Context: an optimization exercise on an open-source flow, tuned for small area and a short achievable clock period. The choices shown serve that exercise and are no tape-out recipe. Only simulation tests tie the RTL to the original design; equivalence was not proved. Power is estimated from default activity; no workload was simulated. The clock port is modelled as an ideal driver; clocking choices that lean on that would not hold on a real chip.

[flow/design.v]
module RankerCore (
    input  wire        clk,
    input  wire        rst,
    input  wire        valid,
    input  wire        pos_hi_zero,
    input  wire [9:0]  pos_lo,
    input  wire [31:0] base_score,
    input  wire        base_valid,
    output wire [31:0] result,
    output reg  [15:0] rank,
    output reg         seen
);
    wire [9:0] bias_lut;
    bias_table lut (.p(pos_lo), .bias_lut(bias_lut));
    wire [9:0] bias = {10{pos_hi_zero}} & bias_lut;
    wire [10:0] lo_sum = {1'b0, {10{base_valid}} & base_score[9:0]} + {1'b0, bias};
    wire [21:0] hi_sum = base_score[31:10] + {21'd0, lo_sum[10]};
    reg  [31:0] res_q;
    reg         hi_valid;
    always @(posedge clk) begin
        if (valid) begin
            res_q    <= {hi_sum, lo_sum[9:0]};
            hi_valid <= base_valid;
        end
    end
    assign result = {{22{hi_valid}} & res_q[31:10], res_q[9:0]};
    always @(posedge clk or posedge rst) begin
        if (rst) begin
            rank <= 16'd0;
            seen <= 1'b0;
        end else begin
            rank <= rank + {15'd0, valid & seen};
            seen <= seen | valid;
        end
    end
endmodule
module bias_table(p, bias_lut);
  input [9:0] p;
  wire [9:0] p;
  output [9:0] bias_lut;
  wire [9:0] bias_lut;
  wire _000_;
  wire _001_;
  wire _002_;
  wire _003_;
  wire _004_;
  wire _005_;
  wire _006_;
  wire _007_;
  wire _008_;
  wire _009_;
  wire _010_;
  wire _011_;
  wire _012_;
  wire _013_;
  wire _014_;
  wire _015_;
  wire _016_;
  wire _017_;
  wire _018_;
  wire _019_;
  wire _020_;
  wire _021_;
  wire _022_;
  wire _023_;
  wire _024_;
  wire _025_;
  wire _026_;
  wire _027_;
  wire _028_;
  wire _029_;
  wire _030_;
  wire _031_;
  wire _032_;
  wire _033_;
  wire _034_;
  wire _035_;
  wire _036_;
  wire _037_;
  wire _038_;
  wire _039_;
  wire _040_;
  wire _041_;
  wire _042_;
  wire _043_;
  wire _044_;
  wire _045_;
  wire _046_;
  wire _047_;
  wire _048_;
  wire _049_;
  wire _050_;
  wire _051_;
  wire _052_;
  wire _053_;
  wire _054_;
  wire _055_;
  wire _056_;
  wire _057_;
  wire _058_;
  wire _059_;
  wire _060_;
  wire _061_;
  wire _062_;
  wire _063_;
  wire _064_;
  wire _065_;
  wire _066_;
  wire _067_;
  wire _068_;
  wire _069_;
  wire _070_;
  wire _071_;
  wire _072_;
  wire _073_;
  wire _074_;
  wire _075_;
  wire _076_;
  wire _077_;
  wire _078_;
  wire _079_;
  wire _080_;
  wire _081_;
  wire _082_;
  wire _083_;
  wire _084_;
  wire _085_;
  wire _086_;
  wire _087_;
  wire _088_;
  wire _089_;
  wire _090_;
  wire _091_;
  wire _092_;
  wire _093_;
  wire _094_;
  wire _095_;
  wire _096_;
  wire _097_;
  wire _098_;
  wire _099_;
  wire _100_;
  wire _101_;
  wire _102_;
  wire _103_;
  wire _104_;
  wire _105_;
  wire _106_;
  wire _107_;
  wire _108_;
  wire _109_;
  wire _110_;
  wire _111_;
  wire _112_;
  wire _113_;
  wire _114_;
  wire _115_;
  wire _116_;
  wire _117_;
  wire _118_;
  wire _119_;
  wire _120_;
  wire _121_;
  wire _122_;
  wire _123_;
  wire _124_;
  wire _125_;
  wire _126_;
  wire _127_;
  wire _128_;
  wire _129_;
  wire _130_;
  wire _131_;
  wire _132_;
  wire _133_;
  wire _134_;
  wire _135_;
  wire _136_;
  wire _137_;
  wire _138_;
  wire _139_;
  wire _140_;
  wire _141_;
  wire _142_;
  wire _143_;
  wire _144_;
  wire _145_;
  wire _146_;
  wire _147_;
  wire _148_;
  wire _149_;
  wire _150_;
  wire _151_;
  wire _152_;
  wire _153_;
  wire _154_;
  wire _155_;
  wire _156_;
  wire _157_;
  wire _158_;
  wire _159_;
  wire _160_;
  wire _161_;
  wire _162_;
  wire _163_;
  wire _164_;
  wire _165_;
  wire _166_;
  wire _167_;
  wire _168_;
  wire _169_;
  wire _170_;
  wire _171_;
  wire _172_;
  wire _173_;
  wire _174_;
  wire _175_;
  wire _176_;
  wire _177_;
  wire _178_;
  wire _179_;
  wire _180_;
  wire _181_;
  wire _182_;
  wire _183_;
  wire _184_;
  wire _185_;
  wire _186_;
  wire _187_;
  wire _188_;
  wire _189_;
  wire _190_;
  wire _191_;
  wire _192_;
  wire _193_;
  wire _194_;
  wire _195_;
  wire _196_;
  wire _197_;
  wire _198_;
  wire _199_;
  wire _200_;
  wire _201_;
  wire _202_;
  wire _203_;
  wire _204_;
  wire _205_;
  wire _206_;
  wire _207_;
  wire _208_;
  wire _209_;
  wire _210_;
  wire _211_;
  wire _212_;
  wire _213_;
  wire _214_;
  wire _215_;
  wire _216_;
  wire _217_;
  wire _218_;
  wire _219_;
  wire _220_;
  wire _221_;
  wire _222_;
  wire _223_;
  wire _224_;
  wire _225_;
  wire _226_;
  wire _227_;
  wire _228_;
  wire _229_;
  wire _230_;
  wire _231_;
  wire _232_;
  wire _233_;
  wire _234_;
  wire _235_;
  wire _236_;
  wire _237_;
  wire _238_;
  wire _239_;
  wire _240_;
  wire _241_;
  wire _242_;
  wire _243_;
  wire _244_;
  wire _245_;
  wire _246_;
  wire _247_;
  wire _248_;
  wire _249_;
  wire _250_;
  wire _251_;
  wire _252_;
  wire _253_;
  wire _254_;
  wire _255_;
  wire _256_;
  wire _257_;
  wire _258_;
  wire _259_;
  wire _260_;
  wire _261_;
  wire _262_;
  wire _263_;
  wire _264_;
  wire _265_;
  wire _266_;
  wire _267_;
  wire _268_;
  wire _269_;
  wire _270_;
  wire _271_;
  wire _272_;
  wire _273_;
  wire _274_;
  wire _275_;
  wire _276_;
  wire _277_;
  wire _278_;
  wire _279_;
  wire _280_;
  wire _281_;
  wire _282_;
  wire _283_;
  wire _284_;
  wire _285_;
  wire _286_;
  wire _287_;
  wire _288_;
  wire _289_;
  wire _290_;
  wire _291_;
  wire _292_;
  wire _293_;
  wire _294_;
  wire _295_;
  wire _296_;
  wire _297_;
  wire _298_;
  wire _299_;
  wire _300_;
  wire _301_;
  wire _302_;
  wire _303_;
  wire _304_;
  wire _305_;
  wire _306_;
  wire _307_;
  wire _308_;
  wire _309_;
  wire _310_;
  wire _311_;
  wire _312_;
  wire _313_;
  wire _314_;
  wire _315_;
  assign _109_ = 4'h1 >> p[9:8];
  assign _120_ = 4'h1 >> p[7:6];
  assign _130_ = 4'h8 >> { _120_, _109_ };
  assign _141_ = 4'h4 >> { _109_, p[7] };
  assign _152_ = 4'h4 >> { _141_, p[6] };
  assign _163_ = 4'h1 >> p[5:4];
  assign _174_ = 4'h4 >> { _163_, p[3] };
  assign _185_ = 4'h1 >> { p[5], p[3] };
  assign _196_ = 4'h4 >> { _185_, p[4] };
  assign _207_ = 4'h8 >> { _217_, _216_ };
  assign _215_ = 4'h2 >> { _185_, p[6] };
  assign _226_ = 4'h8 >> { p[0], p[1] };
  assign _235_ = 4'h1 >> { _226_, p[2] };
  assign _245_ = 4'h4 >> { _235_, _215_ };
  assign bias_lut[8] = 4'h8 >> { _245_, _207_ };
  assign _252_ = 4'h4 >> { p[5], p[3] };
  assign _253_ = 4'h8 >> p[2:1];
  assign _254_ = 4'h1 >> { _253_, p[4] };
  assign _255_ = 4'h8 >> { _254_, _252_ };
  assign _256_ = 4'h2 >> { _255_, p[7] };
  assign _257_ = 4'h8 >> p[5:4];
  assign _258_ = 4'h1 >> p[2:1];
  assign _259_ = 4'h2 >> { _258_, p[3] };
  assign _260_ = 4'h8 >> { p[3], p[1] };
  assign _261_ = 4'h8 >> p[3:2];
  assign _262_ = 4'h1 >> { _261_, _260_ };
  assign _263_ = 4'h2 >> { _218_, _257_ };
  assign _264_ = 4'h1 >> { _254_, p[5] };
  assign _265_ = 4'h1 >> { _264_, p[6] };
  assign _266_ = 4'h1 >> { _265_, _217_ };
  assign _267_ = 4'h4 >> { _266_, _263_ };
  assign _268_ = 4'h1 >> { _263_, _217_ };
  assign _269_ = 4'h4 >> { _268_, _265_ };
  assign _270_ = 4'h2 >> { _219_, _256_ };
  assign _271_ = 4'h2 >> p[7:6];
  assign _272_ = 4'h1 >> { p[0], p[1] };
  assign _273_ = 4'h2 >> { _272_, _261_ };
  assign _274_ = 4'h2 >> { _273_, _257_ };
  assign _275_ = 4'h4 >> p[4:3];
  assign _276_ = 4'h8 >> { _275_, _235_ };
  assign _277_ = 4'h1 >> { _276_, _274_ };
  assign _278_ = 4'h8 >> { _277_, _271_ };
  assign _279_ = 4'h2 >> { _276_, _271_ };
  assign _280_ = 4'h4 >> { _279_, _274_ };
  assign _281_ = 4'h2 >> { p[4], p[1] };
  assign _282_ = 4'h1 >> p[3:2];
  assign _283_ = 4'h1 >> { _282_, _281_ };
  assign _284_ = 4'h8 >> { _261_, _226_ };
  assign _285_ = 4'h1 >> { p[5], p[2] };
  assign _286_ = 4'h2 >> p[3:2];
  assign _287_ = 4'h1 >> { _286_, _260_ };
  assign _288_ = 4'h4 >> { _287_, _285_ };
  assign _289_ = 4'h1 >> { _285_, _260_ };
  assign _290_ = 4'h4 >> { _289_, _286_ };
  assign _291_ = 4'h1 >> { _221_, _284_ };
  assign _292_ = 4'h1 >> { _291_, _283_ };
  assign _293_ = 4'h4 >> p[3:2];
  assign _294_ = 4'h8 >> { _293_, _281_ };
  assign _295_ = 4'h1 >> { _294_, p[5] };
  assign _296_ = 4'h4 >> { _295_, _258_ };
  assign _297_ = 4'h4 >> { _296_, _275_ };
  assign _298_ = 4'h1 >> { _275_, _258_ };
  assign _299_ = 4'h8 >> { _298_, _295_ };
  assign _300_ = 4'h1 >> { _222_, _292_ };
  assign _301_ = 4'h8 >> { _300_, _220_ };
  assign _302_ = 4'h2 >> { _292_, _220_ };
  assign _303_ = 4'h4 >> { _302_, _222_ };
  assign _304_ = 4'h2 >> { _222_, _220_ };
  assign _305_ = 4'h4 >> { _304_, _292_ };
  assign _306_ = 4'h1 >> { _223_, _270_ };
  assign _307_ = 4'h1 >> { _306_, p[8] };
  assign _308_ = 4'h1 >> { p[4], p[0] };
  assign _309_ = 4'h4 >> { _308_, p[5] };
  assign _310_ = 4'h4 >> { _163_, p[0] };
  assign _311_ = 4'h1 >> { _224_, _257_ };
  assign _312_ = 4'h4 >> { p[3], p[1] };
  assign _313_ = 4'h2 >> { p[3], p[1] };
  assign _314_ = 4'h1 >> { _313_, _312_ };
  assign _315_ = 4'h1 >> { _314_, p[6] };
  assign _000_ = 4'h1 >> { p[3], p[1] };
  assign _001_ = 4'h1 >> { _260_, p[6] };
  assign _002_ = 4'h4 >> { _001_, _000_ };
  assign _003_ = 4'h4 >> { _225_, _311_ };
  assign _004_ = 4'h1 >> { _003_, p[2] };
  assign _005_ = 4'h8 >> { _308_, _252_ };
  assign _006_ = 4'h2 >> { _005_, p[2] };
  assign _007_ = 4'h1 >> { _006_, _004_ };
  assign _008_ = 4'h1 >> { _221_, _276_ };
  assign _009_ = 4'h2 >> { _257_, p[0] };
  assign _010_ = 4'h4 >> { _009_, _008_ };
  assign _011_ = 4'h8 >> { _286_, _226_ };
  assign _012_ = 4'h2 >> { p[5], p[2] };
  assign _013_ = 4'h8 >> { _012_, _275_ };
  assign _014_ = 4'h1 >> { _013_, p[8] };
  assign _015_ = 4'h4 >> { _014_, _011_ };
  assign _016_ = 4'h1 >> { _011_, p[8] };
  assign _017_ = 4'h4 >> { _016_, _013_ };
  assign _018_ = 4'h8 >> { _284_, p[4] };
  assign _019_ = 4'h2 >> { _018_, _227_ };
  assign _020_ = 4'h8 >> { _263_, _253_ };
  assign _021_ = 4'h1 >> { _308_, _285_ };
  assign _022_ = 4'h2 >> { _021_, _260_ };
  assign _023_ = 4'h4 >> { _022_, _224_ };
  assign _024_ = 4'h2 >> { _224_, _260_ };
  assign _025_ = 4'h4 >> { _024_, _021_ };
  assign _026_ = 4'h1 >> { _228_, _020_ };
  assign _027_ = 4'h8 >> { _026_, _019_ };
  assign _028_ = 4'h1 >> { _020_, p[8] };
  assign _029_ = 4'h1 >> { _013_, _011_ };
  assign _030_ = 4'h4 >> { _029_, _018_ };
  assign _031_ = 4'h4 >> { _030_, _228_ };
  assign _032_ = 4'h8 >> { _031_, _028_ };
  assign _033_ = 4'h4 >> { _229_, _010_ };
  assign _034_ = 4'h4 >> { _033_, _007_ };
  assign _035_ = 4'h4 >> { _229_, _007_ };
  assign _036_ = 4'h4 >> { _035_, _010_ };
  assign _037_ = 4'h1 >> { p[6], p[2] };
  assign _038_ = 4'h4 >> { _037_, _260_ };
  assign _039_ = 4'h4 >> { _038_, _000_ };
  assign _040_ = 4'h4 >> { _039_, _311_ };
  assign _041_ = 4'h1 >> { _040_, _228_ };
  assign _042_ = 4'h4 >> { _041_, _020_ };
  assign _043_ = 4'h8 >> { _005_, p[2] };
  assign _044_ = 4'h1 >> { _043_, _018_ };
  assign _045_ = 4'h8 >> { _044_, _227_ };
  assign _046_ = 4'h4 >> { _045_, _010_ };
  assign _047_ = 4'h8 >> { _046_, _042_ };
  assign _048_ = 4'h1 >> { _273_, p[4] };
  assign _049_ = 4'h1 >> { p[7], p[5] };
  assign _050_ = 4'h8 >> { _049_, _048_ };
  assign _051_ = 4'h1 >> { _050_, _120_ };
  assign _052_ = 4'h4 >> { _048_, p[5] };
  assign _053_ = 4'h2 >> { _273_, _163_ };
  assign _054_ = 4'h2 >> { _231_, p[6] };
  assign _055_ = 4'h1 >> { _054_, p[7] };
  assign _056_ = 4'h4 >> { _232_, _230_ };
  assign _057_ = 4'h8 >> { p[7], p[5] };
  assign _058_ = 4'h8 >> { _057_, p[6] };
  assign _059_ = 4'h8 >> p[6:5];
  assign _060_ = 4'h8 >> { _059_, p[7] };
  assign _061_ = 4'h8 >> { _233_, p[8] };
  assign _062_ = 4'h2 >> { _282_, p[4] };
  assign _063_ = 4'h8 >> { _062_, _061_ };
  assign _064_ = 4'h1 >> { _063_, p[9] };
  assign _065_ = 4'h4 >> { _064_, _056_ };
  assign _066_ = 4'h4 >> { _065_, _307_ };
  assign bias_lut[7] = 4'h8 >> { _066_, _207_ };
  assign _067_ = 4'h1 >> { _272_, _226_ };
  assign _068_ = 4'h8 >> { _067_, _286_ };
  assign _069_ = 4'h2 >> { _284_, _163_ };
  assign _070_ = 4'h8 >> { _069_, _216_ };
  assign _071_ = 4'h2 >> { _284_, _216_ };
  assign _072_ = 4'h8 >> { _071_, _163_ };
  assign _073_ = 4'h4 >> { _234_, _068_ };
  assign _074_ = 4'h1 >> { _284_, p[6] };
  assign _075_ = 4'h8 >> { _163_, _141_ };
  assign _076_ = 4'h4 >> { _075_, _068_ };
  assign _077_ = 4'h8 >> { _076_, _074_ };
  assign _078_ = 4'h8 >> { _261_, _254_ };
  assign _079_ = 4'h2 >> { _078_, _216_ };
  assign _080_ = 4'h2 >> { _018_, _295_ };
  assign _081_ = 4'h4 >> { _308_, _258_ };
  assign _082_ = 4'h2 >> { _081_, _080_ };
  assign _083_ = 4'h8 >> { _082_, _079_ };
  assign _084_ = 4'h2 >> { _081_, _216_ };
  assign _085_ = 4'h4 >> { _084_, _078_ };
  assign _086_ = 4'h8 >> { _085_, _080_ };
  assign _087_ = 4'h1 >> { _308_, _283_ };
  assign _088_ = 4'h2 >> { _087_, _080_ };
  assign _089_ = 4'h1 >> { _020_, p[6] };
  assign _090_ = 4'h4 >> { _089_, _088_ };
  assign _091_ = 4'h8 >> { _090_, _141_ };
  assign _092_ = 4'h2 >> { _020_, _216_ };
  assign _093_ = 4'h4 >> { _092_, _088_ };
  assign _094_ = 4'h4 >> { _224_, _253_ };
  assign _095_ = 4'h4 >> { _258_, p[0] };
  assign _096_ = 4'h4 >> { _272_, p[2] };
  assign _097_ = 4'h4 >> { _236_, _257_ };
  assign _098_ = 4'h1 >> { _097_, _094_ };
  assign _099_ = 4'h1 >> { _275_, _226_ };
  assign _100_ = 4'h2 >> { _099_, _012_ };
  assign _101_ = 4'h8 >> { _012_, _226_ };
  assign _102_ = 4'h1 >> { _101_, _013_ };
  assign _103_ = 4'h4 >> { _185_, p[1] };
  assign _104_ = 4'h4 >> { _000_, p[5] };
  assign _105_ = 4'h1 >> p[4:3];
  assign _106_ = 4'h4 >> { _105_, _238_ };
  assign _107_ = 4'h2 >> { _106_, _237_ };
  assign _108_ = 4'h8 >> { _107_, _098_ };
  assign _110_ = 4'h8 >> { _237_, _098_ };
  assign _111_ = 4'h4 >> { _110_, _106_ };
  assign _112_ = 4'h4 >> { _237_, _094_ };
  assign _113_ = 4'h1 >> { _106_, _097_ };
  assign _114_ = 4'h8 >> { _113_, _112_ };
  assign _115_ = 4'h8 >> { _257_, p[6] };
  assign _116_ = 4'h8 >> { _115_, _273_ };
  assign _117_ = 4'h8 >> { _273_, _257_ };
  assign _118_ = 4'h8 >> { _117_, p[6] };
  assign _119_ = 4'h1 >> { _240_, _089_ };
  assign _121_ = 4'h2 >> { _119_, _239_ };
  assign _122_ = 4'h4 >> { _020_, p[6] };
  assign _123_ = 4'h2 >> { _117_, p[6] };
  assign _124_ = 4'h2 >> { _123_, _239_ };
  assign _125_ = 4'h4 >> { _124_, _122_ };
  assign bias_lut[3] = 4'h2 >> { _241_, _141_ };
  assign _126_ = 4'h1 >> { _119_, _252_ };
  assign _127_ = 4'h1 >> { _020_, p[7] };
  assign _128_ = 4'h1 >> { _245_, _163_ };
  assign _129_ = 4'h8 >> { _128_, _127_ };
  assign _131_ = 4'h4 >> { _129_, _126_ };
  assign _132_ = 4'h1 >> { _123_, _252_ };
  assign _133_ = 4'h2 >> { _132_, _128_ };
  assign _134_ = 4'h8 >> { _133_, _127_ };
  assign _135_ = 4'h4 >> { _233_, _218_ };
  assign _136_ = 4'h2 >> p[2:1];
  assign _137_ = 4'h2 >> { _312_, p[5] };
  assign _138_ = 4'h4 >> { _137_, _136_ };
  assign _139_ = 4'h1 >> { _000_, _253_ };
  assign _140_ = 4'h2 >> { _139_, p[5] };
  assign _142_ = 4'h2 >> { _243_, _120_ };
  assign _143_ = 4'h4 >> { _142_, _284_ };
  assign _144_ = 4'h2 >> { _284_, _120_ };
  assign _145_ = 4'h4 >> { _074_, p[7] };
  assign _146_ = 4'h4 >> { _244_, _243_ };
  assign _147_ = 4'h1 >> { _246_, _135_ };
  assign _148_ = 4'h1 >> { _282_, p[4] };
  assign _149_ = 4'h2 >> { _148_, _226_ };
  assign _150_ = 4'h2 >> { _285_, p[4] };
  assign _151_ = 4'h4 >> { _150_, _238_ };
  assign _153_ = 4'h8 >> { _105_, _272_ };
  assign _154_ = 4'h8 >> { _000_, _308_ };
  assign _155_ = 4'h8 >> { _260_, _163_ };
  assign _156_ = 4'h1 >> { _155_, _247_ };
  assign _157_ = 4'h4 >> { _236_, _163_ };
  assign _158_ = 4'h2 >> { _157_, _156_ };
  assign _159_ = 4'h4 >> { _158_, _151_ };
  assign _160_ = 4'h4 >> { _159_, _149_ };
  assign _161_ = 4'h4 >> { _156_, _151_ };
  assign _162_ = 4'h1 >> { _157_, _149_ };
  assign _164_ = 4'h8 >> { _162_, _161_ };
  assign _165_ = 4'h1 >> { _248_, _147_ };
  assign _166_ = 4'h2 >> { _165_, _109_ };
  assign _167_ = 4'h4 >> { _166_, _242_ };
  assign _168_ = 4'h2 >> { _242_, _109_ };
  assign _169_ = 4'h4 >> { _168_, _165_ };
  assign _170_ = 4'h1 >> { _252_, _163_ };
  assign _171_ = 4'h2 >> { _170_, _258_ };
  assign _172_ = 4'h4 >> { _067_, _253_ };
  assign _173_ = 4'h4 >> { _264_, _258_ };
  assign _175_ = 4'h8 >> { _173_, _172_ };
  assign _176_ = 4'h1 >> { _258_, _253_ };
  assign _177_ = 4'h8 >> { _176_, _067_ };
  assign _178_ = 4'h8 >> { _177_, _264_ };
  assign _179_ = 4'h1 >> { _249_, _171_ };
  assign _180_ = 4'h1 >> { _179_, _308_ };
  assign _181_ = 4'h8 >> { p[5], p[3] };
  assign _182_ = 4'h4 >> { _181_, _048_ };
  assign _183_ = 4'h1 >> { _182_, _011_ };
  assign _184_ = 4'h4 >> { p[4], p[0] };
  assign _186_ = 4'h1 >> { _184_, _157_ };
  assign _187_ = 4'h1 >> { _293_, _260_ };
  assign _188_ = 4'h1 >> { _187_, _186_ };
  assign _189_ = 4'h4 >> { _094_, _293_ };
  assign _190_ = 4'h8 >> { _005_, p[1] };
  assign _191_ = 4'h1 >> { _190_, _189_ };
  assign _192_ = 4'h4 >> { _191_, _188_ };
  assign _193_ = 4'h8 >> { _192_, _183_ };
  assign _194_ = 4'h1 >> { _190_, _011_ };
  assign _195_ = 4'h4 >> { _194_, _189_ };
  assign _197_ = 4'h4 >> { _195_, _182_ };
  assign _198_ = 4'h4 >> { _197_, _188_ };
  assign _199_ = 4'h4 >> { _250_, _180_ };
  assign _200_ = 4'h2 >> { _199_, _127_ };
  assign _201_ = 4'h8 >> { _256_, p[5] };
  assign _202_ = 4'h1 >> { _201_, p[6] };
  assign _203_ = 4'h4 >> { _202_, _200_ };
  assign _204_ = 4'h2 >> { _087_, _185_ };
  assign _205_ = 4'h2 >> { _204_, _148_ };
  assign _206_ = 4'h1 >> { _135_, _220_ };
  assign _208_ = 4'h1 >> { _206_, _205_ };
  assign _209_ = 4'h1 >> { _208_, p[8] };
  assign _210_ = 4'h4 >> { _209_, _203_ };
  assign bias_lut[1] = 4'h2 >> { _210_, _064_ };
  assign _211_ = 4'h2 >> { _105_, _061_ };
  assign _212_ = 4'h8 >> { _211_, p[9] };
  assign _213_ = 4'h2 >> { _105_, p[9] };
  assign _214_ = 4'h8 >> { _213_, _061_ };
  assign bias_lut[0] = 4'h1 >> { _251_, _066_ };
  assign bias_lut[9] = 4'h8 >> { _272_, bias_lut[8] };
  assign _216_ = 4'he >> { _130_, _152_ };
  assign _217_ = 4'he >> { _174_, _196_ };
  assign _218_ = 4'hb >> { _259_, _262_ };
  assign _219_ = 4'he >> { _267_, _269_ };
  assign _220_ = 4'he >> { _278_, _280_ };
  assign _221_ = 4'he >> { _288_, _290_ };
  assign _222_ = 4'he >> { _297_, _299_ };
  assign _223_ = 8'hfe >> { _301_, _303_, _305_ };
  assign _224_ = 4'he >> { _309_, _310_ };
  assign _225_ = 4'he >> { _315_, _002_ };
  assign _227_ = 4'he >> { _015_, _017_ };
  assign _228_ = 4'he >> { _023_, _025_ };
  assign _229_ = 4'he >> { _027_, _032_ };
  assign _230_ = 8'hfe >> { _034_, _036_, _047_ };
  assign _231_ = 4'he >> { _052_, _053_ };
  assign _232_ = 4'hb >> { _051_, _055_ };
  assign _233_ = 4'he >> { _058_, _060_ };
  assign _234_ = 4'he >> { _070_, _072_ };
  assign bias_lut[6] = 4'he >> { _073_, _077_ };
  assign bias_lut[5] = 4'he >> { _083_, _086_ };
  assign bias_lut[4] = 4'he >> { _091_, _093_ };
  assign _236_ = 4'he >> { _095_, _096_ };
  assign _237_ = 4'hb >> { _100_, _102_ };
  assign _238_ = 4'he >> { _103_, _104_ };
  assign _239_ = 8'hfe >> { _108_, _111_, _114_ };
  assign _240_ = 4'he >> { _116_, _118_ };
  assign _241_ = 4'he >> { _121_, _125_ };
  assign _242_ = 4'he >> { _131_, _134_ };
  assign _243_ = 4'he >> { _138_, _140_ };
  assign _244_ = 4'he >> { _144_, _145_ };
  assign _246_ = 4'he >> { _143_, _146_ };
  assign _247_ = 4'he >> { _153_, _154_ };
  assign _248_ = 4'he >> { _160_, _164_ };
  assign bias_lut[2] = 4'he >> { _167_, _169_ };
  assign _249_ = 4'he >> { _175_, _178_ };
  assign _250_ = 4'he >> { _193_, _198_ };
  assign _251_ = 4'he >> { _212_, _214_ };
endmodule
module top_level (
    input wire clk,
    input wire rst_n,
    input  wire [15:0] axi_awaddr,
    input  wire        axi_awvalid,
    output wire        axi_awready,
    input  wire [2:0]  axi_awprot,
    input  wire [31:0] axi_wdata,
    input  wire [3:0]  axi_wstrb,
    input  wire        axi_wvalid,
    output wire        axi_wready,
    output wire [1:0]  axi_bresp,
    output wire        axi_bvalid,
    input  wire        axi_bready,
    input  wire [15:0] axi_araddr,
    input  wire        axi_arvalid,
    output wire        axi_arready,
    input  wire [2:0]  axi_arprot,
    output wire [31:0] axi_rdata,
    output wire [1:0]  axi_rresp,
    output wire        axi_rvalid,
    input  wire        axi_rready,
    output wire [31:0] mem_addr,
    output wire [15:0] mem_wdata,
    input  wire [15:0] mem_rdata,
    output wire        mem_we,
    output wire        mem_oe,
    output wire        mem_ce,
    input  wire        mem_ready,
    output wire [7:0]  led_status,
    output wire        led_error,
    output wire        irq_out
);
    wire reset = !rst_n;
    reg wr_dat, wr_rsp;
    wire wr_idle = !wr_dat & !wr_rsp;
    always @(posedge clk or posedge reset) begin
        if (reset) begin
            wr_dat <= 1'b0;
            wr_rsp <= 1'b0;
        end else begin
            wr_dat <= wr_idle & axi_awvalid & axi_wvalid;
            wr_rsp <= wr_dat | (wr_rsp & !axi_bready);
        end
    end
    reg rd_dat, rd_rsp;
    wire rd_idle = !rd_dat & !rd_rsp;
    always @(posedge clk or posedge reset) begin
        if (reset) begin
            rd_dat <= 1'b0;
            rd_rsp <= 1'b0;
        end else begin
            rd_dat <= rd_idle & axi_arvalid;
            rd_rsp <= rd_dat | (rd_rsp & !axi_rready);
        end
    end
    assign axi_awready = wr_dat;
    assign axi_wready  = wr_dat;
    assign axi_bvalid  = wr_rsp;
    assign axi_bresp   = 2'b00;
    assign axi_arready = rd_dat;
    assign axi_rvalid  = rd_rsp;
    assign axi_rresp   = 2'b00;
    reg       wa_hit, ra_hit;
    reg [3:0] wa_idx, ra_idx;
    always @(posedge clk) begin
        wa_hit <= (axi_awaddr[15:6] == 10'd0) & (axi_awaddr[1:0] == 2'b00);
        wa_idx <= axi_awaddr[5:2];
        ra_hit <= (axi_araddr[15:6] == 10'd0) & (axi_araddr[1:0] == 2'b00);
        ra_idx <= axi_araddr[5:2];
    end
    wire [15:0] wsel = {16{wr_dat & wa_hit}} & (16'd1 << wa_idx);
    wire [15:0] rsel = {16{ra_hit}} & (16'd1 << ra_idx);
    reg [31:0] score_q, ctrl_q, cfg_q, keyl_q, keyh_q, root_q, hashl_q, hashh_q, segl_q, segh_q, posl_q, posh_q;
    reg        score_v, ctrl_v, cfg_v, keyl_v, keyh_v, root_v, hashl_v, hashh_v, segl_v, segh_v, posl_v, posh_v;
    always @(posedge clk) begin
        if (wsel[0])  ctrl_q  <= axi_wdata;
        if (wsel[2])  cfg_q   <= axi_wdata;
        if (wsel[4])  keyl_q  <= axi_wdata;
        if (wsel[5])  keyh_q  <= axi_wdata;
        if (wsel[6])  root_q  <= axi_wdata;
        if (wsel[8])  hashl_q <= axi_wdata;
        if (wsel[9])  hashh_q <= axi_wdata;
        if (wsel[10]) segl_q  <= axi_wdata;
        if (wsel[11]) segh_q  <= axi_wdata;
        if (wsel[12]) posl_q  <= axi_wdata;
        if (wsel[13]) posh_q  <= axi_wdata;
        if (wsel[14]) score_q <= axi_wdata;
    end
    always @(posedge clk or posedge reset) begin
        if (reset) begin
            ctrl_v <= 1'b0; cfg_v <= 1'b0; keyl_v <= 1'b0; keyh_v <= 1'b0;
            root_v <= 1'b0; hashl_v <= 1'b0; hashh_v <= 1'b0; segl_v <= 1'b0;
            segh_v <= 1'b0; posl_v <= 1'b0; posh_v <= 1'b0;
            score_v <= 1'b0;
        end else begin
            if (wsel[0])  ctrl_v  <= 1'b1;
            if (wsel[2])  cfg_v   <= 1'b1;
            if (wsel[4])  keyl_v  <= 1'b1;
            if (wsel[5])  keyh_v  <= 1'b1;
            if (wsel[6])  root_v  <= 1'b1;
            if (wsel[8])  hashl_v <= 1'b1;
            if (wsel[9])  hashh_v <= 1'b1;
            if (wsel[10]) segl_v  <= 1'b1;
            if (wsel[11]) segh_v  <= 1'b1;
            if (wsel[12]) posl_v  <= 1'b1;
            if (wsel[13]) posh_v  <= 1'b1;
            if (wsel[14]) score_v <= 1'b1;
        end
    end
    wire ranker_valid = ctrl_v & ctrl_q[1];
    wire [31:0] rnk_res;
    wire [15:0] rnk_rank;
    wire        rnk_seen;
    wire        pos_hi_zero = (!posh_v | (posh_q == 32'd0)) & (!posl_v | (posl_q[31:10] == 22'd0));
    wire [9:0]  pos_lo = {10{posl_v}} & posl_q[9:0];
    RankerCore ranker (
        .clk(clk),
        .rst(reset),
        .valid(ranker_valid),
        .pos_hi_zero(pos_hi_zero),
        .pos_lo(pos_lo),
        .base_score(score_q),
        .base_valid(score_v),
        .result(rnk_res),
        .rank(rnk_rank),
        .seen(rnk_seen)
    );
    wire [31:0] rmux =
          ({32{rsel[0]  & ctrl_v}}  & ctrl_q)
        | ({32{rsel[1]}}            & {rnk_rank, 14'd0, rnk_seen, 1'b0})
        | ({32{rsel[2]  & cfg_v}}   & cfg_q)
        | ({32{rsel[4]  & keyl_v}}  & keyl_q)
        | ({32{rsel[5]  & keyh_v}}  & keyh_q)
        | ({32{rsel[6]  & root_v}}  & root_q)
        | ({32{rsel[8]  & hashl_v}} & hashl_q)
        | ({32{rsel[9]  & hashh_v}} & hashh_q)
        | ({32{rsel[10] & segl_v}}  & segl_q)
        | ({32{rsel[11] & segh_v}}  & segh_q)
        | ({32{rsel[12] & posl_v}}  & posl_q)
        | ({32{rsel[13] & posh_v}}  & posh_q)
        | ({32{rsel[14] & score_v}} & score_q)
        | ({32{rsel[15] & rnk_seen}} & rnk_res)
        | ({32{!ra_hit}}            & 32'hDEADBEEF);
    reg [31:0] rd_data_q;
    always @(posedge clk or posedge reset) begin
        if (reset)
            rd_data_q <= 32'd0;
        else
            rd_data_q <= ({32{rd_dat}} & rmux) | ({32{!rd_dat}} & rd_data_q);
    end
    assign axi_rdata = rd_data_q;
    assign mem_addr   = 32'd0;
    assign mem_wdata  = 16'd0;
    assign mem_we     = 1'b0;
    assign mem_oe     = 1'b0;
    assign mem_ce     = 1'b0;
    assign led_status = {1'b0, ranker_valid, 1'b0, mem_ready, 4'b0000};
    assign led_error  = 1'b0;
    assign irq_out    = ranker_valid;
endmodule
[flow/flow/run.sh]
#!/bin/bash
# Own layout flow: the standard ORFS flow (standard.sh) with a few
# ORFS variables added to config.mk.
set -euo pipefail
cd "$(dirname "$0")/.."
{
  echo 'export BUFFER_PORTS_ARGS = -buffer_cell sky130_fd_sc_hd__buf_1'
  echo 'export CTS_ARGS = -sink_clustering_enable -repair_clock_nets -dont_use_dummy_load -buf_list sky130_fd_sc_hd__clkbuf_16 -sink_clustering_size 30 -sink_clustering_max_diameter 100'
  echo 'export SKIP_REPAIR_TIE_FANOUT = 1'
} >> config.mk
bash standard.sh > standard_flow.log 2>&1
[flow/standard.sh]
#!/bin/bash
# synth_recipe.tcl (not shown) runs the flow's synth.tcl, then flattens the netlist and writes it again
# the make line also repeats each setting of config.mk as NAME=value (left out here)
make -C /OpenROAD-flow-scripts/flow DESIGN_CONFIG=/design/flow/config.mk WORK_HOME=/design/flow/orfs CLKGATE_MAP_FILE= SYNTH_SCRIPT=/design/flow/synth_recipe.tcl "${@:-finish}"
[flow/config.mk]
export PLATFORM = sky130hd
export DESIGN_NAME = top_level
export DESIGN_NICKNAME = top_level
export VERILOG_FILES = /design/flow/design.v
export SDC_FILE = /design/flow/constraint.sdc
export NUM_CORES = 4
export LEC_CHECK = 0
export CAP_MARGIN = 10
export CORE_MARGIN = 2
export CORE_UTILIZATION = 45
export GPL_ROUTABILITY_DRIVEN = 1
export PLACE_DENSITY = 0.6
export SLEW_MARGIN = 10
export BUFFER_PORTS_ARGS = -buffer_cell sky130_fd_sc_hd__buf_1
export CTS_ARGS = -sink_clustering_enable -repair_clock_nets -dont_use_dummy_load -buf_list sky130_fd_sc_hd__clkbuf_16 -sink_clustering_size 30 -sink_clustering_max_diameter 100
export SKIP_REPAIR_TIE_FANOUT = 1
[flow/constraint.sdc]
create_clock -name core_clock -period 300.0 [get_ports {clk}]
set_input_delay 60.0000 -clock core_clock [delete_from_list [all_inputs] [get_ports {clk}]]
set_output_delay 60.0000 -clock core_clock [all_outputs]
set_load 0.01 [all_outputs]
==> results of run 1 <==
cell usage after synthesis (10+ instances only):
cell type and count:
dfrtp_1 65, nor2_1 45, or2_2 15, and3_1 17, buf_4 66, ha_1 22
edfxtp_1 417, o22a_1 17, a221oi_1 28, nand4_1 31, inv_1 17, and2_1 14
o21ai_0 16, nand2_1 65, a22oi_1 162, o32a_1 10, nor4_1 20, buf_2 30
clkbuf_1 44, a222oi_1 10, xor2_1 14, dfxtp_1 10, nand3_1 55, xnor2_1 27
a21oi_1 19, nor3_1 18
cells by family after synthesis:
| group | Yosys count | synth area share |
|---|---|---|
| multiplexers | 3 | 0.001477 |
| XOR/XNOR | 41 | 0.01766 |
| adder cells (fa/ha/maj) | 23 | 0.01452 |
| AO/OA/AOI/OAI | 332 | 0.1258 |
| buffers and inverters | 165 | 0.04652 |
| flip-flops | 492 | 0.7057 |
| AND/OR/NAND/NOR | 329 | 0.08806 |
| other | 1 | 0.0001844 |
layout make-up:
type                    instances  area (um^2)  area share
flip-flops and latches        492        14350      0.6686
multi-input cells             729         5152      0.2400
well taps                     592        740.7     0.03451
repair buffers                140        645.6     0.03008
clock buffers                  20        500.5     0.02332
inverters                      19        72.57    0.003381
diodes                          1        2.502   0.0001166
how the worst min path moves through the flow:
| stage | from | end | depth (start not counted) |
|---|---|---|---|
| after floorplan | hashh_v$_DFFE_PN0P_ | hashh_v$_DFFE_PN0P_ | 1 |
| after global routing | rd_rsp$_DFF_PN0_ | rd_dat$_DFF_PN0_ | 1 |
| final | rd_rsp$_DFF_PN0_ | rd_dat$_DFF_PN0_ | 1 |
| after detailed placement | keyl_v$_DFFE_PN0P_ | keyl_v$_DFFE_PN0P_ | 1 |
| after CTS | rd_rsp$_DFF_PN0_ | rd_dat$_DFF_PN0_ | 1 |
| after global placement | rd_rsp$_DFF_PN0_ | rd_dat$_DFF_PN0_ | 1 |
where the power goes:
group / internal (W) / switching [W] / leakage [nW]
clock network: 0.0000121 / 0.0000195 / 0.246
logic: 0.000000869 / 0.00000254 / 2.04
registers: 0.0000745 / 0.000000582 / 4.60
routing by layer:
layer	global-route usage	share of wire	vias up	wire [um]
li1	-	-	5429	-
met2	0.3933	0.48	557	26890
met5	0	0.00045	-	25
met4	0.05434	0.020	4	1149
met3	0.02189	0.069	77	3849
met1	0.3472	0.43	6489	24260
registers in the layout, indices dropped and copies added, names as in the netlist, 4 cells and up, named ones only:
register and count:
posh_q 32, hashl_q 32, ranker.res_q 32, score_q 32
keyh_q 32, hashh_q 32, segh_q 32, root_q 32
posl_q 32, ctrl_q 32, ranker.rank 16, cfg_q 32
wa_idx 4, ra_idx 4, keyl_q 32, segl_q 32
stage by stage:
stage          area [um^2]  instances
6_report             21460       1993
3_3_place_gp         20960       1972
2_1_floorplan        20330       1386
4_1_cts              21460       1992
3_5_place_dp         20960       1972
5_1_grt              21460       1993
==> results.sh, run 1 <==
export IMPL_vias_per_cell=6.300
export IMPL_finalHoldWorstSlack_ns=0.4667
export IMPL_timing_final_crit_share=0.4000
export IMPL_cts_tree="yes"
export IMPL_hold_path_class="reg -> reg"
export IMPL_leakage_nw=6.882
export IMPL_crit_cells=0
export IMPL_total_power_w=0.0001102
export IMPL_synth_edf_count=417
export IMPL_num_io_pins=200
export IMPL_std_cell_rows=77
export IMPL_tightest_slew_ns=1.199
export IMPL_ir_drop_mv=0.004223
export IMPL_dp_slack_ns=180.00
export IMPL_status="complete, no violations"
export IMPL_die_h_um=216.6
export IMPL_timing_rr_end="ranker.res_q[27]$_DFFE_PP_"
export IMPL_yosys_warnings=2
export IMPL_cts_setup_buffers=0
export IMPL_cts_buffers=20
export IMPL_critPathArrivalTime_ns=60.00
export IMPL_dieArea_um2=46900
export IMPL_final_nets=1523
export IMPL_postCtsHoldBufs=0
export IMPL_synth_yosys_seq_area_share=0.7057
export IMPL_max_slew_margin_rel=0.2004
export IMPL_cts_resized=0
export IMPL_wirelength_um=56170
export IMPL_hold_viol=0
export IMPL_ys_types=78
export IMPL_rsz0062_at_grt="no"
export IMPL_vias=12556
export IMPL_gp_congestion=0.8783
export IMPL_core_area_um2=44410
export IMPL_synth_nets=1507
export IMPL_synth_seq_cells=492
export IMPL_startpoint="mem_ready"
export IMPL_crit_type="in -> out"
export IMPL_fp_dieW_um=216.6
export IMPL_drv_cap=0
export IMPL_hpwlAfterDp_um=32520
export IMPL_clock_path_buffers=3
export IMPL_drt_initial_drc_count=1542
export IMPL_grt_overflow_total=0
export IMPL_start_util=0.4578
export IMPL_io_buffers=109
export IMPL_period_needed_ns=120.00
export IMPL_required_ns=240.00
export IMPL_first_pass_iters=7
export IMPL_grt_pass1_wl_um=83020
export IMPL_totalNegativeSetupSlack_ns=0
export IMPL_drc=0
export IMPL_antenna_found_initial=3
export IMPL_final_fill_count=3811
export IMPL_grt_usage=0.2390
export IMPL_post_route_util=0.4833
export IMPL_cts_root_buffer="clkbuf_16"
export IMPL_clk_latency_ns=0.56
export IMPL_ff2ff_setup_slack_ns=293.73
export IMPL_crit_path_max_fanout=1
export IMPL_synthesis_area_um2=20330
export IMPL_final_cell_mix="417 x edfxtp_1, 162 x a22oi_1, 108 x buf_1, 64 x nand2_1, 64 x dfrtp_1"
export IMPL_endpoint="led_status[4]"
export IMPL_synth_area_top_cells="edfxtp_1 62%, dfrtp_1 8.0%, a22oi_1 6.0%"
export IMPL_synth_async_reset_ratio=0.1321
export IMPL_reg2reg_from="posl_v$_DFFE_PN0P_"
export IMPL_antenna_left=0
export IMPL_synth_main_ff_cell="edfxtp_1"
export IMPL_fmax_mhz=8.333
export IMPL_reg2reg_depth=22
export IMPL_worst_slack_ns=180.00
export IMPL_startpoint_type="primary input"
export IMPL_htree_levels=1
export IMPL_grt_max_degree=63
export IMPL_cts_sinks=492
export IMPL_skew_ns=0.04318
export IMPL_setup_violations=0
export IMPL_mostFrequentLayoutCell="edfxtp_1"
export IMPL_synth_area_per_cell_um2=14.67
export IMPL_power_density_nw_per_um2=5.133
export IMPL_clk_pin_slew_ns=0.11
export IMPL_routedWlPerCell_um=28.19
export IMPL_drive_gt1_frac=0.07000
export IMPL_drv_slew=0
export IMPL_syn2layout_area_growth_pct=5.569
export IMPL_synth_top_area_share=0.6159
export IMPL_cp_end_kind="output pin"
export IMPL_synthCells=1386
export IMPL_yosys_area_top_type="edfxtp_1"
export IMPL_grt_pass1_vias=12398
==> run 2, diff against run 1 <==
==> flow/flow/run.sh (replaced) <==
#!/bin/bash
# Own layout flow: the standard ORFS flow (standard.sh) with a few
# ORFS variables added to config.mk.
set -euo pipefail
cd "$(dirname "$0")/.."
{
  echo 'export BUFFER_PORTS_ARGS = -buffer_cell sky130_fd_sc_hd__buf_1'
  echo 'export CTS_ARGS = -sink_clustering_enable -repair_clock_nets -dont_use_dummy_load -buf_list sky130_fd_sc_hd__clkbuf_16 -sink_clustering_size 33 -sink_clustering_max_diameter 100'
  echo 'export SKIP_REPAIR_TIE_FANOUT = 1'
} >> config.mk
bash standard.sh > standard_flow.log 2>&1
--- a/flow/config.mk
+++ b/flow/config.mk
@@ -12,5 +12,5 @@
 export PLACE_DENSITY = 0.6
 export SLEW_MARGIN = 10
 export BUFFER_PORTS_ARGS = -buffer_cell sky130_fd_sc_hd__buf_1
-export CTS_ARGS = -sink_clustering_enable -repair_clock_nets -dont_use_dummy_load -buf_list sky130_fd_sc_hd__clkbuf_16 -sink_clustering_size 30 -sink_clustering_max_diameter 100
+export CTS_ARGS = -sink_clustering_enable -repair_clock_nets -dont_use_dummy_load -buf_list sky130_fd_sc_hd__clkbuf_16 -sink_clustering_size 33 -sink_clustering_max_diameter 100
 export SKIP_REPAIR_TIE_FANOUT = 1
==> run 2 against run 1 <==
- die area unchanged
- synthesized area unchanged
- sequential power about the same
- synthesized cell count unchanged
- sequential share of layout area increased by 0.16 points
- critical path depth unchanged
- clock skew decreased by 0.015 ns
- setup slack unchanged
- via count decreased by 0.15%
- cell area decreased by 0.23%
- maximum frequency unchanged
- clock-buffer cell count decreased by 2
==> results.sh, run 2 <==
export IMPL_fp_dieW_um=216.6
export IMPL_placed_area_um2=20960
export IMPL_io_buffers=109
export IMPL_mostFrequentLayoutCell="edfxtp_1"
export IMPL_antenna_found_initial=3
export IMPL_grt_overflow_total=0
export IMPL_gp_congestion=0.8783
export IMPL_tightest_slew_ns=1.179
export IMPL_synth_main_ff_cell="edfxtp_1"
export IMPL_syn2layout_area_growth_pct=5.323
export IMPL_yosysMostFrequentCell="edfxtp_1"
export IMPL_finalHoldWorstSlack_ns=0.4669
export IMPL_first_pass_iters=8
export IMPL_cts_tree="yes"
export IMPL_leakage_nw=6.857
export IMPL_skew_ns=0.02788
export IMPL_num_io_pins=200
export IMPL_cts_setup_buffers=0
export IMPL_crit_path_max_fanout=1
export IMPL_htree_levels=1
export IMPL_die_h_um=216.6
export IMPL_critPathArrivalTime_ns=60.00
export IMPL_synth_area_top_cells="edfxtp_1 62%, dfrtp_1 8.0%, a22oi_1 6.0%"
export IMPL_synth_xor_area_share=0.01766
export IMPL_synthCells=1386
export IMPL_power_density_nw_per_um2=5.074
export IMPL_vias=12537
export IMPL_synth_edf_count=417
export IMPL_cts_buffers=18
export IMPL_grt_usage=0.2381
export IMPL_synth_seq_cells=492
export IMPL_core_area_um2=44410
export IMPL_final_nets=1521
export IMPL_yosys_area_share_adder=0.01452
export IMPL_antenna_left=0
export IMPL_synthMuxAreaShare=0.001477
export IMPL_synth_area_per_cell_um2=14.67
export IMPL_synthesis_area_um2=20330
export IMPL_period_needed_ns=120.00
export IMPL_start_util=0.4578
export IMPL_rsz0062_at_grt="no"
export IMPL_synthSimpleGateAreaFrac=0.08806
export IMPL_hold_viol=0
export IMPL_max_slew_margin_rel=0.2143
export IMPL_final_fill_count=3821
export IMPL_vias_per_cell=6.297
export IMPL_setup_violations=0
export IMPL_drc=0
export IMPL_final_cell_mix="417 x edfxtp_1, 162 x a22oi_1, 108 x buf_1, 64 x nand2_1, 64 x dfrtp_1"
export IMPL_drt_initial_drc_count=1536
export IMPL_cp_end_kind="output pin"
export IMPL_fmax_mhz=8.333
export IMPL_clk_latency_ns=0.54
export IMPL_ir_drop_mv=0.005173
export IMPL_synth_top_area_share=0.6159
export IMPL_startpoint_type="primary input"
export IMPL_synth_top_family_by_area="compound AO/OA/AOI/OAI gates"
export IMPL_clock_path_buffers=3
export IMPL_timing_final_crit_share=0.4000
export IMPL_required_ns=240.00
export IMPL_synth_nets=1507
export IMPL_synthTopCellsByCount="417 x edfxtp_1, 162 x a22oi_1, 66 x buf_4, 65 x dfrtp_1, 65 x nand2_1"
export IMPL_routedWlPerCell_um=28.29
export IMPL_status="complete, no violations"
export IMPL_fin_area_um2=21410
export IMPL_cts_sinks=492
export IMPL_synth_yosys_seq_area_share=0.7057
export IMPL_clk_pin_slew_ns=0.11
export IMPL_synth_compound_area_frac=0.1258
export IMPL_grt_max_degree=63
export IMPL_dieArea_um2=46900
export IMPL_hold_path_class="reg -> reg"
export IMPL_drive_gt1_frac=0.06867
export IMPL_grt_pass1_vias=12404
export IMPL_grt_pass1_wl_um=82950
export IMPL_postCtsHoldBufs=0
export IMPL_totalNegativeSetupSlack_ns=0
export IMPL_hpwlAfterDp_um=32520
export IMPL_yosys_area_top_type="edfxtp_1"
export IMPL_drv_slew=0
export IMPL_drv_cap=0
export IMPL_ys_types=78
export IMPL_yosys_warnings=2
export IMPL_wirelength_um=56330
export IMPL_crit_type="in -> out"
export IMPL_cts_resized=0
export IMPL_std_cell_rows=77
export IMPL_cts_root_buffer="clkbuf_16"
export IMPL_synth_async_reset_ratio=0.1321
==> run 2: cell counts after synthesis <==
No cell type changed its count.
==> run 2: kinds of logic (layout without fill, tap and decap cells) <==
group | count (synthesis) | count (layout)
XOR/XNOR | 41 | 41
flip-flops | 492 | 492
multiplexers | 3 | 3
other | 1 | 2
buffers and inverters | 165 | 177
AO/OA/AOI/OAI | 332 | 332
AND/OR/NAND/NOR | 329 | 329
adder cells (fa/ha/maj) | 23 | 23
==> run 2: area by class of cell <==
class,count,area [um^2],area share
tap,592,740.7,0.03459
clock buffer,18,450.4,0.02103
multi-input combinational,729,5152,0.2406
sequential,492,14350,0.6701
antenna,1,2.502,0.0001169
inverter,19,72.57,0.003389
timing repair buffer,140,645.6,0.03015
==> run 2: where the power goes <==
part	switching [W]	internal, W	leakage [nW]
logic	0.00000252	0.000000869	2.04
clock network	0.0000191	0.0000110	0.222
registers	0.000000574	0.0000745	4.60
==> run 2: per-stage QoR <==
step	total power [W]	utilization	instances	setup WS [ns]
detailed placement	0.00008009	0.4720	1972	180.00
floorplan	0.00007846	-	1386	179.88
finish	0.0001087	0.4822	1991	180.00
global route	0.0001117	0.4822	1991	180.00
CTS	0.0001093	0.4821	1990	180.00
global placement	0.00008000	0.4720	1972	180.00
==> run 2: per-layer routing <==
layer	share of wire	up-vias	GRT usage
li1	-	5422	-
met1	0.43	6451	0.3451
met2	0.48	587	0.3940
met3	0.072	73	0.02358
met4	0.019	4	0.04840
met5	0.00044	-	0
==> run 2: worst paths after layout <==
kind	slack (ns)	endpoint	cells after the start	startpoint
max reg2reg	293.75	ranker.res_q[26]$_DFFE_PP_	22	posl_v$_DFFE_PN0P_
min reg2reg	0.47	rd_dat$_DFF_PN0_	1	rd_rsp$_DFF_PN0_
max	180.00	led_status[4]	0	mem_ready
min in group asynchronous	59.50	async pin	1	rst_n
max in group asynchronous	239.46	rd_dat$_DFF_PN0_	2	rst_n
min	0.47	rd_dat$_DFF_PN0_	1	rd_rsp$_DFF_PN0_
==> run 3, diff against run 2 <==
==> flow/flow/run.sh (replaced) <==
#!/bin/bash
# Own layout flow: the standard ORFS flow (standard.sh) with a few
# ORFS variables added to config.mk.
set -euo pipefail
cd "$(dirname "$0")/.."
{
  echo 'export BUFFER_PORTS_ARGS = -buffer_cell sky130_fd_sc_hd__buf_1'
  echo 'export CTS_ARGS = -sink_clustering_enable -repair_clock_nets -dont_use_dummy_load -buf_list sky130_fd_sc_hd__clkbuf_8 -sink_clustering_size 16 -sink_clustering_max_diameter 60'
  echo 'export SKIP_REPAIR_TIE_FANOUT = 1'
} >> config.mk
bash standard.sh > standard_flow.log 2>&1
--- a/flow/config.mk
+++ b/flow/config.mk
@@ -12,5 +12,5 @@
 export PLACE_DENSITY = 0.6
 export SLEW_MARGIN = 10
 export BUFFER_PORTS_ARGS = -buffer_cell sky130_fd_sc_hd__buf_1
-export CTS_ARGS = -sink_clustering_enable -repair_clock_nets -dont_use_dummy_load -buf_list sky130_fd_sc_hd__clkbuf_16 -sink_clustering_size 33 -sink_clustering_max_diameter 100
+export CTS_ARGS = -sink_clustering_enable -repair_clock_nets -dont_use_dummy_load -buf_list sky130_fd_sc_hd__clkbuf_8 -sink_clustering_size 16 -sink_clustering_max_diameter 60
 export SKIP_REPAIR_TIE_FANOUT = 1
==> run 3 against run 2 <==
- via count increased by 0.30%
- cell area is 0.40% higher
- setup slack unchanged
- worst hold slack got worse by 0.0062 ns
- maximum frequency unchanged
- synthesized area stayed put
- non-clock buffer count is the same
- sequential power is essentially flat
- sequential cell count unchanged
- wire length is 0.46% higher
- clock-buffer cell count rose by 21
- sequential share of layout area down 0.27 points
- critical path type unchanged
==> results.sh, run 3 <==
export IMPL_cts_buffers=39
export IMPL_ys_types=78
export IMPL_final_cell_mix="417 x edfxtp_1, 162 x a22oi_1, 108 x buf_1, 64 x nand2_1, 64 x dfrtp_1"
export IMPL_power_switching_w=0.00002356
export IMPL_skew_ns=0.09195
export IMPL_swShare=0.2129
export IMPL_synth_area_per_cell_um2=14.67
export IMPL_io_buffers=109
export IMPL_grt_pass1_wl_um=83500
export IMPL_power_density_nw_per_um2=5.147
export IMPL_routedWlPerCell_um=28.13
export IMPL_synth_top_area_share=0.6159
export IMPL_drc=0
export IMPL_stdcell_count=2012
export IMPL_hold_path_class="reg -> reg"
export IMPL_drt_initial_drc_count=1537
export IMPL_cts_tree="yes"
export IMPL_grt_pass1_vias=12598
export IMPL_wirelength_um=56590
export IMPL_yosys_warnings=2
export IMPL_required_ns=240.00
export IMPL_status="complete, no violations"
export IMPL_dpl_cell_count=1972
export IMPL_grt_max_degree=63
export IMPL_hold_viol=0
export IMPL_fin_area_um2=21500
export IMPL_p_comb_frac=0.031
export IMPL_synth_main_ff_cell="edfxtp_1"
export IMPL_clk_pin_slew_ns=0.07
export IMPL_final_fill_count=3813
export IMPL_p_seq_frac=0.679
export IMPL_max_slew_margin_rel=0.2150
export IMPL_synthTopCellsByCount="417 x edfxtp_1, 162 x a22oi_1, 66 x buf_4, 65 x dfrtp_1, 65 x nand2_1"
export IMPL_cts_root_buffer="clkbuf_8"
export IMPL_grt_overflow_total=0
export IMPL_synth_yosys_seq_area_share=0.7057
export IMPL_p_clk_frac=0.291
export IMPL_cts_setup_buffers=0
export IMPL_p_int_w=0.00008709
export IMPL_mostFrequentLayoutCell="edfxtp_1"
export IMPL_final_nets=1542
export IMPL_yosysMostFrequentCell="edfxtp_1"
export IMPL_finalHoldWorstSlack_ns=0.4607
export IMPL_ff2ff_setup_slack_ns=293.75
export IMPL_dp_slack_ns=180.00
export IMPL_synth_area_top_cells="edfxtp_1 62%, dfrtp_1 8.0%, a22oi_1 6.0%"
export IMPL_rsz0062_at_grt="no"
export IMPL_crit_type="in -> out"
export IMPL_leakage_nw=6.916
export IMPL_core_area_um2=44410
export IMPL_postCtsHoldBufs=0
export IMPL_crit_path_max_fanout=1
export IMPL_fp_dieW_um=216.6
export IMPL_cts_resized=0
export IMPL_totalNegativeSetupSlack_ns=0
export IMPL_antenna_found_initial=3
export IMPL_syn2layout_area_growth_pct=5.748
export IMPL_startpoint_type="primary input"
export IMPL_placed_area_um2=20960
export IMPL_worst_slack_ns=180.00
export IMPL_cts_sinks=492
export IMPL_clock_path_buffers=3
export IMPL_die_h_um=216.6
export IMPL_start_util=0.4578
export IMPL_vias_per_cell=6.250
export IMPL_critPathArrivalTime_ns=60.00
export IMPL_synth_async_reset_ratio=0.1321
export IMPL_cp_end_kind="output pin"
export IMPL_grt_usage=0.2421
export IMPL_antenna_left=0
export IMPL_fmax_mhz=8.333
export IMPL_clk_latency_ns=0.63
export IMPL_synth_edf_count=417
export IMPL_dieArea_um2=46900
export IMPL_gp_congestion=0.8783
export IMPL_first_pass_iters=9
export IMPL_hpwlAfterDp_um=32520
export IMPL_synthesis_area_um2=20330
export IMPL_synth_nets=1507
export IMPL_drv_cap=0
export IMPL_std_cell_rows=77
export IMPL_tightest_slew_ns=1.178
export IMPL_drv_slew=0
export IMPL_met3_length_um=4182
export IMPL_period_needed_ns=120.00
export IMPL_synthCells=1386
export IMPL_yosys_area_top_type="edfxtp_1"
export IMPL_wl_met1_um=24070
export IMPL_ir_drop_mv=0.003558
export IMPL_timing_final_crit_share=0.4000
export IMPL_num_io_pins=200
export IMPL_maxUsedRoutingLayer="met5"
export IMPL_htree_levels=2
export IMPL_synth_seq_cells=492
export IMPL_vias=12575
export IMPL_drive_gt1_frac=0.08245
export IMPL_wl_met2_um=26850
export IMPL_setup_violations=0
## run 3: cell types whose count changed in the layout (fill, tap and decap cells not counted)
cell | before | now
clkbuf_16 | 18 | 0
clkbuf_8 | 0 | 39
## run 3: power by group through the flow
stage / clock (W) / combinational, W / sequential (W)
3_5_place_dp: 0 / 0.00000342 / 0.0000767
6_report: 0.0000321 / 0.00000339 / 0.0000751
3_3_place_gp: 0 / 0.00000334 / 0.0000767
2_1_floorplan: 0 / 0.00000184 / 0.0000766
5_1_grt: 0.0000349 / 0.00000375 / 0.0000752
4_1_cts: 0.0000326 / 0.00000344 / 0.0000751
## run 3: logic make-up after synthesis
family                     count (synthesis)  synth area share
xor gates and xnor gates                  41           0.01766
adders and majority gates                 23           0.01452
and+or+nand+nor                          329           0.08806
muxes                                      3          0.001477
DFF                                      492            0.7057
AOI/OAI and AO/OA                        332            0.1258
other                                      1         0.0001844
buffers and inverters                    165           0.04652
## run 3: final cells by class
| type | count | area (um^2) | area share |
|---|---|---|---|
| Sequential cell | 492 | 14350 | 0.6674 |
| Multi-Input combinational cell | 729 | 5152 | 0.2396 |
| Tap cell | 592 | 740.7 | 0.03445 |
| Timing Repair Buffer | 140 | 645.6 | 0.03003 |
| Clock buffer | 39 | 536.8 | 0.02497 |
| Inverter | 19 | 72.57 | 0.003375 |
| Antenna cell | 1 | 2.502 | 0.0001164 |
## run 3: path summary, 6_finish.rpt
| path | startpoint | to | cells past startpoint |
|---|---|---|---|
| max | mem_ready | led_status[4] | 0 |
| min reg2reg | rd_rsp$_DFF_PN0_ | rd_dat$_DFF_PN0_ | 1 |
| min in group asynchronous | rst_n | async pin | 1 |
| max reg2reg | posl_v$_DFFE_PN0P_ | ranker.res_q[27]$_DFFE_PP_ | 22 |
| max in group asynchronous | rst_n | rd_dat$_DFF_PN0_ | 2 |
| min | rd_rsp$_DFF_PN0_ | rd_dat$_DFF_PN0_ | 1 |
## run 3: per-layer routing
metal / vias up / global-route usage
met2: 572 / 0.3903
met3: 97 / 0.03032
met5: - / 0
li1: 5458 / -
met1: 6444 / 0.3457
met4: 4 / 0.07306
## run 3: metrics by stage
stage / utilization / total power [W]
floorplan: - / 0.00007846
global placement: 0.4720 / 0.00008000
detailed placement: 0.4720 / 0.00008009
CTS: 0.4840 / 0.0001111
global route: 0.4841 / 0.0001139
finish: 0.4841 / 0.0001107

## static timing again, ports no longer ideal
How much do the figures lean on ideal ports? The routed layouts below were timed once more, with nothing changed but the port constraints. Step 1 assumes that a clkbuf_16 drives the clock port and a buf_2 every other input. Step 2 also shifts input and output timing later by t, the mid clock arrival at the registers, as if the neighbouring blocks saw the same clock. Slacks: no drivers / after step 1 / after step 2; pairs: no drivers / after step 1.
run	t (ns)	setup WS [ns]	worst setup path at the end	worst data-port slew with drivers (ns)
run 1	0.594	180.000 / 179.959 / 179.959	input to output	0.08
run 2	0.585	180.000 / 179.959 / 179.959	input to output	0.08
run 3	0.634	180.000 / 179.959 / 179.959	input to output	0.07
After both steps every run listed still meets setup and hold.
